From an optimization exercise on the open Yosys and OpenROAD flow, aimed at small area; shortcuts taken in it are not production practice.
The RTL was checked by simulation tests, not by an equivalence proof against the original design.
Power and IR drop assume default switching activity.

==> wip/quartz: inputs <==
==> flow/design.v <==
module reg_file (
rst_n,
clk, 
debug_in,
debug_out,
ram_addr,
ram_we,
ram_datain,
ram_enable,
ram_dataout
);
input rst_n;
input clk; 
input   [255:0]   debug_in;
output  [255:0]   debug_out;
input [15:0]    ram_addr;
input           ram_we;
input [31:0]     ram_datain;
input           ram_enable;
output  [31:0]   ram_dataout;
reg [255:0] debug_out;
reg [31:0] ram_dataout;
reg [31:0] ram_dataout_sel;
reg   [255:0]   debug_in_reg1;
reg   [255:0]   debug_in_reg2;
wire wr_sel0 = ram_we && ram_enable && (ram_addr == (16'h8+16'h0));
wire wr_sel1 = ram_we && ram_enable && (ram_addr == (16'h8+16'h1));
wire wr_sel2 = ram_we && ram_enable && (ram_addr == (16'h8+16'h2));
wire wr_sel3 = ram_we && ram_enable && (ram_addr == (16'h8+16'h3));
wire wr_sel4 = ram_we && ram_enable && (ram_addr == (16'h8+16'h4));
wire wr_sel5 = ram_we && ram_enable && (ram_addr == (16'h8+16'h5));
wire wr_sel6 = ram_we && ram_enable && (ram_addr == (16'h8+16'h6));
wire wr_sel7 = ram_we && ram_enable && (ram_addr == (16'h8+16'h7));
always @ (posedge clk)
begin
  if (!rst_n)
    debug_out[32*0+31:32*0] <= 0;
  else if(wr_sel0)
    debug_out[32*0+31:32*0] <= ram_datain;
end
always @ (posedge clk)
begin
  if (!rst_n)
    debug_out[32*1+31:32*1] <= 0;
  else if(wr_sel1)
    debug_out[32*1+31:32*1] <= ram_datain;
end
always @ (posedge clk)
begin
  if (!rst_n)
    debug_out[32*2+31:32*2] <= 0;
  else if(wr_sel2)
    debug_out[32*2+31:32*2] <= ram_datain;
end
always @ (posedge clk)
begin
  if (!rst_n)
    debug_out[32*3+31:32*3] <= 0;
  else if(wr_sel3)
    debug_out[32*3+31:32*3] <= ram_datain;
end
always @ (posedge clk)
begin
  if (!rst_n)
    debug_out[32*4+31:32*4] <= 0;
  else if(wr_sel4)
    debug_out[32*4+31:32*4] <= ram_datain;
end
always @ (posedge clk)
begin
  if (!rst_n)
    debug_out[32*5+31:32*5] <= 0;
  else if(wr_sel5)
    debug_out[32*5+31:32*5] <= ram_datain;
end
always @ (posedge clk)
begin
  if (!rst_n)
    debug_out[32*6+31:32*6] <= 0;
  else if(wr_sel6)
    debug_out[32*6+31:32*6] <= ram_datain;
end
always @ (posedge clk)
begin
  if (!rst_n)
    debug_out[32*7+31:32*7] <= 32'h7;
  else if(wr_sel7)
    debug_out[32*7+31:32*7] <= ram_datain;
end
always @ (posedge clk)
begin
  if (!rst_n)
    debug_in_reg1 <= 0;
  else
    debug_in_reg1 <= debug_in;
end
always @ (posedge clk)
begin
  if (!rst_n)
    debug_in_reg2 <= 0;
  else 
    debug_in_reg2 <= debug_in_reg1;
end
always @ (*)
begin
  case (ram_addr)
    16'h0: ram_dataout_sel = debug_in_reg2[32*0+31:32*0];
    16'h1: ram_dataout_sel = debug_in_reg2[32*1+31:32*1];
    16'h2: ram_dataout_sel = debug_in_reg2[32*2+31:32*2];
    16'h3: ram_dataout_sel = debug_in_reg2[32*3+31:32*3];
    16'h4: ram_dataout_sel = debug_in_reg2[32*4+31:32*4];
    16'h5: ram_dataout_sel = debug_in_reg2[32*5+31:32*5];
    16'h6: ram_dataout_sel = debug_in_reg2[32*6+31:32*6];
    16'h7: ram_dataout_sel = debug_in_reg2[32*7+31:32*7];
    16'd8: ram_dataout_sel = debug_out[32*0+31:32*0];
    16'd9: ram_dataout_sel = debug_out[32*1+31:32*1];
    16'd10: ram_dataout_sel = debug_out[32*2+31:32*2];
    16'd11: ram_dataout_sel = debug_out[32*3+31:32*3];
    16'd12: ram_dataout_sel = debug_out[32*4+31:32*4];
    16'd13: ram_dataout_sel = debug_out[32*5+31:32*5];
    16'd14: ram_dataout_sel = debug_out[32*6+31:32*6];
    16'd15: ram_dataout_sel = debug_out[32*7+31:32*7];
	default: ram_dataout_sel = 32'h0;
	endcase	
end
always @ (posedge clk)
begin
  if (!rst_n)
    ram_dataout <= 0;
  else if(ram_enable)
    ram_dataout <= ram_dataout_sel;
end
endmodule
==> flow/run.sh <==
#!/bin/bash
# synth_recipe.tcl (not shown) runs the flow's synth.tcl, then flattens the netlist and writes it again
# the make line also repeats each setting of config.mk as NAME=value (left out here)
make -C /OpenROAD-flow-scripts/flow DESIGN_CONFIG=/design/flow/config.mk WORK_HOME=/design/flow/orfs CLKGATE_MAP_FILE= SYNTH_SCRIPT=/design/flow/synth_recipe.tcl finish
==> flow/config.mk <==
export PLATFORM = sky130hd
export DESIGN_NAME = reg_file
export DESIGN_NICKNAME = reg_file
export VERILOG_FILES = /design/flow/design.v
export SDC_FILE = /design/flow/constraint.sdc
export NUM_CORES = 4
export LEC_CHECK = 0
export CAP_MARGIN = 20
export CORE_MARGIN = 2
export CORE_UTILIZATION = 40
export SLEW_MARGIN = 20
==> flow/constraint.sdc <==
create_clock -name core_clock -period 5.0 [get_ports {clk}]
set_input_delay 1.0000 -clock core_clock [delete_from_list [all_inputs] [get_ports {clk}]]
set_output_delay 1.0000 -clock core_clock [all_outputs]
set_load 0.01 [all_outputs]
==> inputs of wip/amber, as changes to wip/quartz <==
==> flow/design.v, changed modules only <==
module reg_file (
rst_n,
clk,
debug_in,
debug_out,
ram_addr,
ram_we,
ram_datain,
ram_enable,
ram_dataout
);
input rst_n;
input clk;
input   [255:0]   debug_in;
output  [255:0]   debug_out;
input [15:0]    ram_addr;
input           ram_we;
input [31:0]     ram_datain;
input           ram_enable;
output  [31:0]   ram_dataout;
reg [255:0] debug_out;
reg [31:0] ram_dataout;
reg   [255:0]   debug_in_reg1;
reg   [255:0]   debug_in_reg2;
reg clr1;
reg clr2;
wire hi_zero = ~|ram_addr[15:4];
wire [31:0] wdata0 = ram_datain & {32{rst_n}};
wire [31:0] wdata7 = {ram_datain[31:3] & {29{rst_n}}, ram_datain[2:0] | {3{~rst_n}}};
wire wr_any = ram_we & ram_enable & hi_zero & ram_addr[3];
genvar gi;
generate
  for (gi = 0; gi < 8; gi = gi + 1) begin : g_word
    wire wr_en = ~rst_n | (wr_any & (ram_addr[2:0] == gi));
    always @ (posedge clk)
      if (wr_en)
        debug_out[32*gi +: 32] <= (gi == 7) ? wdata7 : wdata0;
  end
endgenerate
always @ (posedge clk)
begin
  clr1 <= ~rst_n;
  clr2 <= ~rst_n | clr1;
  debug_in_reg1 <= debug_in;
  debug_in_reg2 <= debug_in_reg1;
end
wire rd_ok = rst_n & ram_enable & hi_zero;
wire [15:0] rsel;
generate
  for (gi = 0; gi < 16; gi = gi + 1) begin : g_rsel
    if (gi < 8) begin : g_lo
      assign rsel[gi] = rd_ok & ~clr2 & (ram_addr[3:0] == gi);
    end else begin : g_hi
      assign rsel[gi] = rd_ok & (ram_addr[3:0] == gi);
    end
  end
endgenerate
wire hold = rst_n & ~ram_enable;
wire [31:0] tsel [0:16];
wire [16:0] tgate = {hold, rsel};
genvar gj;
generate
  for (gj = 0; gj < 8; gj = gj + 1) begin : g_terms
    assign tsel[gj]   = debug_in_reg2[32*gj +: 32];
    assign tsel[gj+8] = debug_out[32*gj +: 32];
  end
endgenerate
assign tsel[16] = ram_dataout;
wire [31:0] grp [0:5];
generate
  for (gj = 0; gj < 5; gj = gj + 1) begin : g_grp
    assign grp[gj] = ~(({32{tgate[3*gj]}}   & tsel[3*gj])
                     | ({32{tgate[3*gj+1]}} & tsel[3*gj+1])
                     | ({32{tgate[3*gj+2]}} & tsel[3*gj+2]));
  end
endgenerate
assign grp[5] = ~(({32{tgate[15]}} & tsel[15]) | ({32{tgate[16]}} & tsel[16]));
wire [31:0] rdata = ~(grp[0] & grp[1] & grp[2]) | ~(grp[3] & grp[4] & grp[5]);
always @ (posedge clk)
  ram_dataout <= rdata;
endmodule
==> flow/flow/run.sh (new file) <==
#!/bin/bash
# The standard layout (standard.sh) with these changes:
#  - synthesis: the standard script, but abc uses an area-oriented ABC script
#    (flow/abc_area.script); registers are mapped exactly as in the standard run
#  - port buffers use the smallest buffer cell (buf_1)
#  - CTS clusters up to 18 sinks within 50 um per clkbuf_8 leaf buffer and inserts no dummy loads
set -euo pipefail
here=$(pwd)
export MY_ABC_SCRIPT=$here/flow/abc_area.script
bash standard.sh \
  "SYNTH_SCRIPT=$here/flow/synth.tcl" \
  "BUFFER_PORTS_ARGS=-buffer_cell sky130_fd_sc_hd__buf_1" \
  "CTS_ARGS=-sink_clustering_enable -repair_clock_nets -dont_use_dummy_load -sink_clustering_size 18 -sink_clustering_max_diameter 50 -buf_list sky130_fd_sc_hd__clkbuf_8" \
  finish > flow_make.log 2>&1
==> flow/flow/abc_area.script (new file) <==
strash
&get -n
&st
&nf -p -R 1000
&put
==> flow/flow/synth.tcl (new file) <==
# synth_recipe.tcl (the standard synthesis) with one change: abc maps the
# logic with the ABC script in $::env(MY_ABC_SCRIPT). Registers are mapped
# by dfflibmap before abc, exactly as in the standard synthesis.
proc synth {args} { yosys synth -nofsm -noshare {*}$args }
proc abc {args} {
  set i [lsearch -exact $args -script]
  if { $i >= 0 } {
    set args [lreplace $args [expr {$i+1}] [expr {$i+1}] $::env(MY_ABC_SCRIPT)]
  }
  yosys abc {*}$args
}
source $::env(SCRIPTS_DIR)/synth.tcl
# left out here: clear keep_hierarchy, flatten, clean up, hide names made inside functions, write 1_2_yosys.v
==> flow/standard.sh (new file) <==
#!/bin/bash
# synth_recipe.tcl (not shown) runs the flow's synth.tcl, then flattens the netlist and writes it again
# the make line also repeats each setting of config.mk as NAME=value (left out here)
make -C /OpenROAD-flow-scripts/flow DESIGN_CONFIG=/design/flow/config.mk WORK_HOME=/design/flow/orfs CLKGATE_MAP_FILE= SYNTH_SCRIPT=/design/flow/synth_recipe.tcl "${@:-finish}"
Settings changed: CORE_UTILIZATION 40 to 60.
removed: flow/run.sh
==> comparison <==
Between wip/quartz and wip/amber, the lower wire length is in wip/amber (gap 60%, measured against wip/amber).
Design area: wip/quartz is larger than wip/amber (about 50%).
Against wip/amber, the core utilization of wip/quartz is lower by 19 points.
Sequential share of layout area: wip/amber is higher than wip/quartz (31 points).
Between wip/quartz and wip/amber, the lower sequential cell count is in wip/quartz (gap 2).
Register-to-register slack: wip/amber is lower than wip/quartz (0.14 ns).
In wip/quartz the die area is higher than in wip/amber, by 99%.
Via count: wip/quartz is higher than wip/amber (about 66%).
Between wip/quartz and wip/amber, the lower count of clock-buffer cells in the layout is in wip/amber (gap 66).
Clock power: wip/amber is lower than wip/quartz (about 60%).
==> figures <==
item                                                                        wip/amber               wip/quartz
Run status                                                    complete, no violations  complete, no violations
Wire length on met3                                                           9040 um                 10200 um
Crit path max-delay cell type                                                   buf_1                    or4_2
Per-cell via count in the routed design                                          6.09                     5.25
Maximum number of pins on one net before global-route repair                       46                      263
Met1 Use GR                                                                     0.429                    0.401
Power Total                                                                   10.6 mW                  14.2 mW
Mean Syn Cell Area                                                           18.7 um2                 9.91 um2
PD cells                                                                   416 nW/um2               371 nW/um2
1st-iter DRT viols                                                               1897                     2266
Crit-path max cell delay                                                      0.62 ns                  0.90 ns
Total number of vias                                                            14.0k                    23.1k
Slew @ Worst Pin                                                             0.981 ns                  1.06 ns
Non-clock buffer area fraction after layout                                     0.102                    0.171
Met3 capacity usage during global routing                                       0.115                   0.0725
Sequential group share of total power                                           0.691                    0.467
Logic depth of the worst setup path including buffers                               9                        8
Least setup slack across all paths after layout                               1.59 ns                  1.28 ns
Area of the die                                                             37000 um2                73600 um2
Total routing resource utilization after global routing                         0.360                    0.286
Clock Skews                                                                 0.0258 ns                0.0248 ns
WP data arrival                                                               3.94 ns                  4.27 ns

port drivers added, routing unchanged:
In the flow no input, the clock included, has a driving cell. The finished layouts below were timed again as built, in two steps.
Step 1 sets driving cells, clkbuf_16 on the clock port and buf_2 on the other inputs (assumed; they add their load-dependent delay and slew).
Step 2 adds t to the input delays and takes it off the output delays; t is the mean of the earliest and latest rising clock arrival at the registers after step 1. Input paths then give back, and output paths get back, about the clock's delay inside the block.
Slacks: ideal / step 1 / step 2; pairs: ideal / step 1.
run | shift t [ns] | slack for setup (ns) | worst setup path at the end | cell pins on the clock port's net
wip/quartz | 0.702 | 1.277 / 1.314 / 0.611 | input to register | 1
wip/amber | 0.708 | 1.590 / 1.542 / 0.835 | input to register | 1
After both steps setup and hold are still met in every run listed. The setup slack of wip/amber, which loses most, moves by -0.048 ns with the drivers and by -0.755 ns with both steps.
